Background: an optimization exercise with open tools, aiming at small area and a short achievable clock period. Do not read the settings as production practice. Where RTL was checked, it was by simulation tests only, not by an equivalence proof against the original. Power figures rest on the tool's default switching activity, not on a simulated workload.

// multiplier
module multiplier (a, b, prod, qnan, infinity, zero, normal, clk);
Size: roughly 560 cells after synthesis, about 53 I/O pins, about 5400 um2 of cells after synthesis.
clock: 12.0 ns
lec_check: 0
cap_margin: 20
core_margin: 2
core_utilization: 55
cts_buf_list: sky130_fd_sc_hd__clkbuf_8
place_density: 0.7
slew_margin: 20
synth_hierarchical: 1
standard.sh (not shown) runs the stock make flow with config.mk's settings and CLKGATE_MAP_FILE= SYNTH_SCRIPT=/design/flow/synth_recipe.tcl, a recipe that flattens the netlist after the stock synthesis.
==> flow/flow/run.sh <==
#!/bin/bash
set -euo pipefail
cp standard.sh standard_copy.sh
sed 's|^make -C|make SETUP_SLACK_MARGIN=8 -C|' standard.sh > tight.sh
grep -q "SETUP_SLACK_MARGIN=8" tight.sh
bash tight.sh > make_flow.log 2>&1
The starting point finished clean.
Change:
==> flow/run.sh (new file) <==
#!/bin/bash
# synth_recipe.tcl (not shown) runs the flow's synth.tcl, then flattens the netlist and writes it again
# the make line also repeats each setting of config.mk as NAME=value (left out here)
make -C /OpenROAD-flow-scripts/flow DESIGN_CONFIG=/design/flow/config.mk WORK_HOME=/design/flow/orfs CLKGATE_MAP_FILE= SYNTH_SCRIPT=/design/flow/synth_recipe.tcl finish
--- a/flow/config.mk
+++ b/flow/config.mk
@@ -9,5 +9,5 @@
 export CORE_MARGIN = 2
-export CORE_UTILIZATION = 55
+export CORE_UTILIZATION = 75
 export CTS_BUF_LIST = sky130_fd_sc_hd__clkbuf_8
-export PLACE_DENSITY = 0.7
+export PLACE_DENSITY = 0.9
 export SLEW_MARGIN = 20
removed: flow/flow/run.sh
removed: flow/standard.sh
The new run finished clean.
First-iteration DRC count goes up by well over a third.
Via count grows by a few percent.
Clock power drops by a little under a tenth.
Final area is lower by a little under a tenth.
Routed wire length is higher by a little under a tenth.
Setup slack got worse by 0.62 ns.
Utilization rose by 20 points.
Clock-buffer cell count came out lower by 1.
Sequential power decreases slightly.
Power falls by a few percent.
Change:
==> flow/flow/run.sh (new file) <==
#!/bin/bash
set -euo pipefail
cp standard.sh standard_copy.sh
sed 's|^make -C|make SETUP_SLACK_MARGIN=7.8 -C|' standard.sh > tight.sh
grep -q "SETUP_SLACK_MARGIN=7.8" tight.sh
bash tight.sh > make_flow.log 2>&1
==> flow/standard.sh (new file) <==
#!/bin/bash
# synth_recipe.tcl (not shown) runs the flow's synth.tcl, then flattens the netlist and writes it again
# the make line also repeats each setting of config.mk as NAME=value (left out here)
make -C /OpenROAD-flow-scripts/flow DESIGN_CONFIG=/design/flow/config.mk WORK_HOME=/design/flow/orfs CLKGATE_MAP_FILE= SYNTH_SCRIPT=/design/flow/synth_recipe.tcl "${@:-finish}"
--- a/flow/config.mk
+++ b/flow/config.mk
@@ -9,5 +9,5 @@
 export CORE_MARGIN = 2
-export CORE_UTILIZATION = 75
+export CORE_UTILIZATION = 55
 export CTS_BUF_LIST = sky130_fd_sc_hd__clkbuf_8
-export PLACE_DENSITY = 0.9
+export PLACE_DENSITY = 0.7
 export SLEW_MARGIN = 20
removed: flow/run.sh
Effect: Register-to-register slack is better by 0.56 ns; final cell count goes up by about 7%; cell area goes up by 4.4%; flip-flop and latch count stays the same; die area goes up by about 35%; non-clock buffer count goes up by 13; sequential share of layout area goes down by 0.42 points.
Change:
==> flow/run.sh (new file) <==
#!/bin/bash
# synth_recipe.tcl (not shown) runs the flow's synth.tcl, then flattens the netlist and writes it again
# the make line also repeats each setting of config.mk as NAME=value (left out here)
make -C /OpenROAD-flow-scripts/flow DESIGN_CONFIG=/design/flow/config.mk WORK_HOME=/design/flow/orfs CLKGATE_MAP_FILE= SYNTH_SCRIPT=/design/flow/synth_recipe.tcl finish
--- a/flow/config.mk
+++ b/flow/config.mk
@@ -9,5 +9,5 @@
 export CORE_MARGIN = 2
-export CORE_UTILIZATION = 55
+export CORE_UTILIZATION = 65
 export CTS_BUF_LIST = sky130_fd_sc_hd__clkbuf_8
-export PLACE_DENSITY = 0.7
+export PLACE_DENSITY = 0.8
 export SLEW_MARGIN = 20
removed: flow/flow/run.sh
removed: flow/standard.sh
Outcome: The new run finished with timing, DRC and antenna clean. Power falls by a few percent. Register-to-register slack degrades by 0.42 ns. Setup slack degrades by 0.51 ns. Area after synthesis does not change. Routed wire length falls slightly.

* * *

multiplier, a different RTL version from the one above (not shown whole).
Size: roughly 67 flip-flops.
## multiplier
module multiplier (a, b, prod, qnan, infinity, zero, normal, clk);
clock: 12.0 ns
lec_check: 0
cap_margin: 20
core_margin: 2
core_utilization: 62
cts_buf_list: sky130_fd_sc_hd__clkbuf_8
place_density: 0.75
slew_margin: 20
synth_hierarchical: 1
==> flow/flow/run.sh <==
#!/bin/bash
set -euo pipefail
cp standard.sh standard_copy.sh
sed "s|^make -C|make SETUP_SLACK_MARGIN=7.95 'CTS_ARGS=-sink_clustering_enable -repair_clock_nets -buf_list sky130_fd_sc_hd__clkbuf_8 -dont_use_dummy_load' -C|" standard.sh > tight.sh
grep -q "SETUP_SLACK_MARGIN=7.95 'CTS_ARGS=" tight.sh
bash tight.sh > make_flow.log 2>&1
The starting point completed with no timing, DRC or antenna violations.
Rerun with:
==> flow/flow/run.sh (replaced) <==
#!/bin/bash
set -euo pipefail
cp standard.sh standard_copy.sh
sed "s|^make -C|make SETUP_SLACK_MARGIN=7.8 'CTS_ARGS=-sink_clustering_enable -repair_clock_nets -buf_list sky130_fd_sc_hd__clkbuf_8 -dont_use_dummy_load' -C|" standard.sh > tight.sh
grep -q "SETUP_SLACK_MARGIN=7.8 'CTS_ARGS=" tight.sh
bash tight.sh > make_flow.log 2>&1
Effect: The changed run produced a clean layout. Setup slack loses 0.074 ns. Power decreases by 0.48%. Area after synthesis is unchanged. Wire length goes down by 0.79%. Flip-flop and latch count is unchanged. Die area is unchanged. Clock power stays flat. Core utilization is lower by 1.2 points.
No functional check of the RTL was part of any run of this note.

* * *

## job 2091
multiplier, a different RTL version from the one above (not shown whole).
Size in the first run: roughly 560 cells after synthesis, ~62 flip-flops, ~53 I/O pins, ~0.0053 mm^2 of cells after synthesis.
clock: 12.0 ns
lec_check: 0
cap_margin: 20
core_margin: 2
core_utilization: 55
cts_buf_list: sky130_fd_sc_hd__clkbuf_16
cts_cluster_diameter: 300
cts_cluster_size: 60
place_density: 0.7
slew_margin: 20
synth_hierarchical: 1
==> flow/flow/run.sh <==
#!/bin/bash
set -euo pipefail
cp standard.sh standard_copy.sh
sed 's|^make -C|make SETUP_SLACK_MARGIN=7.8 -C|' standard.sh > tight.sh
grep -q "SETUP_SLACK_MARGIN=7.8" tight.sh
bash tight.sh > make_flow.log 2>&1
Job 2091 was carried through to the last stage, and its layout satisfied the timing, DRC and antenna checks.
> inputs changed (job 2091 -> job 1737)
==> flow/flow/run.sh <==
#!/bin/bash
set -euo pipefail
cp standard.sh standard_copy.sh
sed "s|^make -C|make SETUP_SLACK_MARGIN=7.8 'CTS_ARGS=-sink_clustering_enable -repair_clock_nets -buf_list {sky130_fd_sc_hd__clkbuf_4 sky130_fd_sc_hd__clkbuf_8} -dont_use_dummy_load' -C|" standard.sh > tight.sh
grep -q "SETUP_SLACK_MARGIN=7.8 'CTS_ARGS=" tight.sh
bash tight.sh > make_flow.log 2>&1
-- flow/config.mk --
<<< job 2091, line 11
export CTS_BUF_LIST = sky130_fd_sc_hd__clkbuf_16
export CTS_CLUSTER_DIAMETER = 300
export CTS_CLUSTER_SIZE = 60
>>> job 1737, line 11
export CTS_BUF_LIST = sky130_fd_sc_hd__clkbuf_8
[summary]
Changes observed in job 1737 relative to job 2091: xor and xnor area share after synthesis stayed essentially flat; sequential share of layout area increased by 0.50 points relative to the old numbers; via count of the routed design went down by 23; minimum clock period decreased by 0.043 ns relative to the old numbers.
Taking job 2091 as the reference point, the final core utilization of job 1737 falls by 1.8 points.
Job 2091 → job 1737: power in the clock group lower; power share of the clock group lower.
The total power of job 1737 is lower than that of job 2091.
Flip-flop and latch count of job 1737 is on par with job 2091.
The inputs of job 9336 differ from those of job 1737 as listed below.
==> flow/flow/run.sh <==
#!/bin/bash
set -euo pipefail
cp standard.sh standard_copy.sh
sed "s|^make -C|make SETUP_SLACK_MARGIN=8.0 'CTS_ARGS=-sink_clustering_enable -repair_clock_nets -buf_list sky130_fd_sc_hd__clkbuf_8 -dont_use_dummy_load' 'BUFFER_PORTS_ARGS=-buffer_cell sky130_fd_sc_hd__buf_2' -C|" standard.sh > tight.sh
grep -q "BUFFER_PORTS_ARGS=-buffer_cell" tight.sh
bash tight.sh > make_flow.log 2>&1
-- flow/config.mk --
<<< job 1737, line 10
export CORE_UTILIZATION = 55
>>> job 9336, line 10
export CORE_UTILIZATION = 62
<<< job 1737, line 12
export PLACE_DENSITY = 0.7
>>> job 9336, line 12
export PLACE_DENSITY = 0.75
Results
From job 1737 to job 9336, count of endpoints failing setup in the final report did not move at all.
From job 1737 to job 9336 the numbers moved as follows: global-route wire length before repair lower; overall global routing resource usage higher; power share of the combinational group higher.
Modified inputs, job 967 compared to job 9336
==> flow/flow/run.sh <==
#!/bin/bash
set -euo pipefail
cp standard.sh standard_copy.sh
sed 's|^make -C|make SETUP_SLACK_MARGIN=7.6 -C|' standard.sh > tight.sh
grep -q "SETUP_SLACK_MARGIN=7.6" tight.sh
bash tight.sh > make_flow.log 2>&1
-- flow/config.mk --
<<< job 9336, line 10
export CORE_UTILIZATION = 62
>>> job 967, line 10
export CORE_UTILIZATION = 55
<<< job 9336, line 12
export PLACE_DENSITY = 0.75
>>> job 967, line 12
export PLACE_DENSITY = 0.7
Findings:
Sum of internal, switching and leakage power came out higher on job 967 than on job 9336. Reported combinational group power, job 9336 and job 967: smaller value in job 967. Last element of the critical path: prod[10] -> job 967, prod[14] -> job 9336. Going from job 9336 to job 967, non-clock buffer count went down by 17%, core utilization decreased by 6.6 points relative to the old numbers. Diff job 9336 -> job 967: total leakage power now larger, met2 usage now larger, share of power burned in registers now smaller, post-placement worst setup slack now larger. Row proportion of power drawn by combinational gates: job 967 lower / job 9336 higher.
Relative to job 967, the following input files were edited for job 4696:
==> flow/flow/run.sh <==
#!/bin/bash
set -euo pipefail
cp standard.sh standard_copy.sh
sed "s|^make -C|make SETUP_SLACK_MARGIN=7.8 'CTS_ARGS=-sink_clustering_enable -repair_clock_nets -buf_list sky130_fd_sc_hd__clkbuf_8 -dont_use_dummy_load' -C|" standard.sh > tight.sh
grep -q "SETUP_SLACK_MARGIN=7.8 'CTS_ARGS=" tight.sh
bash tight.sh > make_flow.log 2>&1
-- flow/config.mk --
<<< job 967, line 8
export CAP_MARGIN = 20
>>> job 4696, line 8
export CAP_MARGIN = 0
<<< job 967, line 10
export CORE_UTILIZATION = 55
export CTS_BUF_LIST = sky130_fd_sc_hd__clkbuf_8
export PLACE_DENSITY = 0.7
export SLEW_MARGIN = 20
>>> job 4696, line 10
export CORE_UTILIZATION = 62
export PLACE_DENSITY = 0.75
export SLEW_MARGIN = 0
Notes after the runs:
- Relative to job 967, power decreased by 4.5% in job 4696.
- Compared to job 967, job 4696 has leakage dissipation about 1.1% lower.
- From job 967 to job 4696 the numbers moved as follows: final clock skew higher, logic depth of the worst setup path including buffers saw a decrease, part of the power in the clock network down 4.4 points.
- Compared with job 967, in job 4696 global-route track usage on met3 climbed 1.3 points, fmax now larger.
- Against job 967, the final cell area of job 4696 is lower.
The following lists how job 1286 was set up differently from job 4696:
==> flow/flow/run.sh <==
#!/bin/bash
set -euo pipefail
cp standard.sh standard_copy.sh
sed 's|^make -C|make SETUP_SLACK_MARGIN=7.8 RECOVER_POWER=100 -C|' standard.sh > tight.sh
grep -q "SETUP_SLACK_MARGIN=7.8 RECOVER_POWER=100" tight.sh
bash tight.sh > make_flow.log 2>&1
-- flow/config.mk --
<<< job 4696, line 8
export CAP_MARGIN = 0
>>> job 1286, line 8
export CAP_MARGIN = 20
<<< job 4696, line 10
export CORE_UTILIZATION = 62
export PLACE_DENSITY = 0.75
export SLEW_MARGIN = 0
>>> job 1286, line 10
export CORE_UTILIZATION = 55
export CTS_BUF_LIST = sky130_fd_sc_hd__clkbuf_8
export PLACE_DENSITY = 0.7
export SLEW_MARGIN = 20
==> comparison <==
Note that the maximum clock rate recorded for job 4696 amounts to 1.08 times the value seen in job 1286.
Worst hold margin in job 1286 is 0.019 ns above job 4696.
Number of buffer and inverter stages on the critical path: job 1286 vs job 4696 up 2
Job 1286 ends up with higher area overhead of the layout relative to synthesis than job 4696 does.
Job 4696 -> job 1286: power consumption increased by a few percent
From job 1286 to job 4696, length of the first detailed-routing pass in iterations did not move at all.
Between job 1286 and job 4696, clock power is lower for job 4696, job 1286 comes in above that.
[compare] base=job 4696 new=job 1286: basic-gate share of the synthesized area counting and, or, nand and nor cells essentially unchanged, sequential share of cell area went down.
Re number of max-slew violations in the final report: no difference whatsoever between job 1286 and job 4696.

[what the ideal ports hide]
No port has a modelled driver above. Below, the same layouts with a new extraction and two added sets of constraints. Step 1 sets driving cells, clkbuf_16 on the clock port and buf_2 on the other inputs (assumed; they add their load-dependent delay and slew). Step 2 also shifts input and output timing later by t, the mid clock arrival at the registers, as if the neighbouring blocks saw the same clock. a / b / c = ideal / step 1 / step 2; a / b = the first two.
run | t (ns) | setup WS [ns] | hold slack, ns | worst setup path at the end | pins driven straight from the clock port
the first run of note 1 | 0.359 | 8.009 / 7.983 / 8.075 | 0.343 / 0.343 / 0.343 | input to register | 1
the second run of note 1 | 0.384 | 7.389 / 7.359 / 7.417 | 0.348 / 0.348 / 0.348 | register to register | 1
the third run of note 1 | 0.372 | 7.875 / 7.844 / 7.976 | 0.345 / 0.345 / 0.345 | register to register | 1
the fourth run of note 1 | 0.373 | 7.362 / 7.337 / 7.556 | 0.328 / 0.328 / 0.328 | register to register | 1
the first run of note 2 | 0.373 | 7.967 / 7.965 / 7.967 | 0.317 / 0.317 / 0.317 | register to register | 1
the second run of note 2 | 0.363 | 7.892 / 7.859 / 7.992 | 0.346 / 0.346 / 0.346 | register to register | 1
job 2091 | 0.362 | 7.848 / 7.810 / 8.022 | 0.335 / 0.335 / 0.335 | register to register | 1
job 1737 | 0.366 | 7.891 / 7.858 / 7.942 | 0.338 / 0.338 / 0.338 | register to register | 1
job 9336 | 0.364 | 8.073 / 8.039 / 8.133 | 0.330 / 0.330 / 0.330 | register to register | 1
job 967 | 0.373 | 7.727 / 7.693 / 7.778 | 0.339 / 0.339 / 0.339 | register to register | 1
job 4696 | 0.364 | 7.875 / 7.844 / 7.932 | 0.320 / 0.320 / 0.320 | register to register | 1
job 1286 | 0.373 | 7.529 / 7.497 / 7.597 | 0.339 / 0.339 / 0.339 | register to register | 1
After both steps every run listed still meets setup and hold.
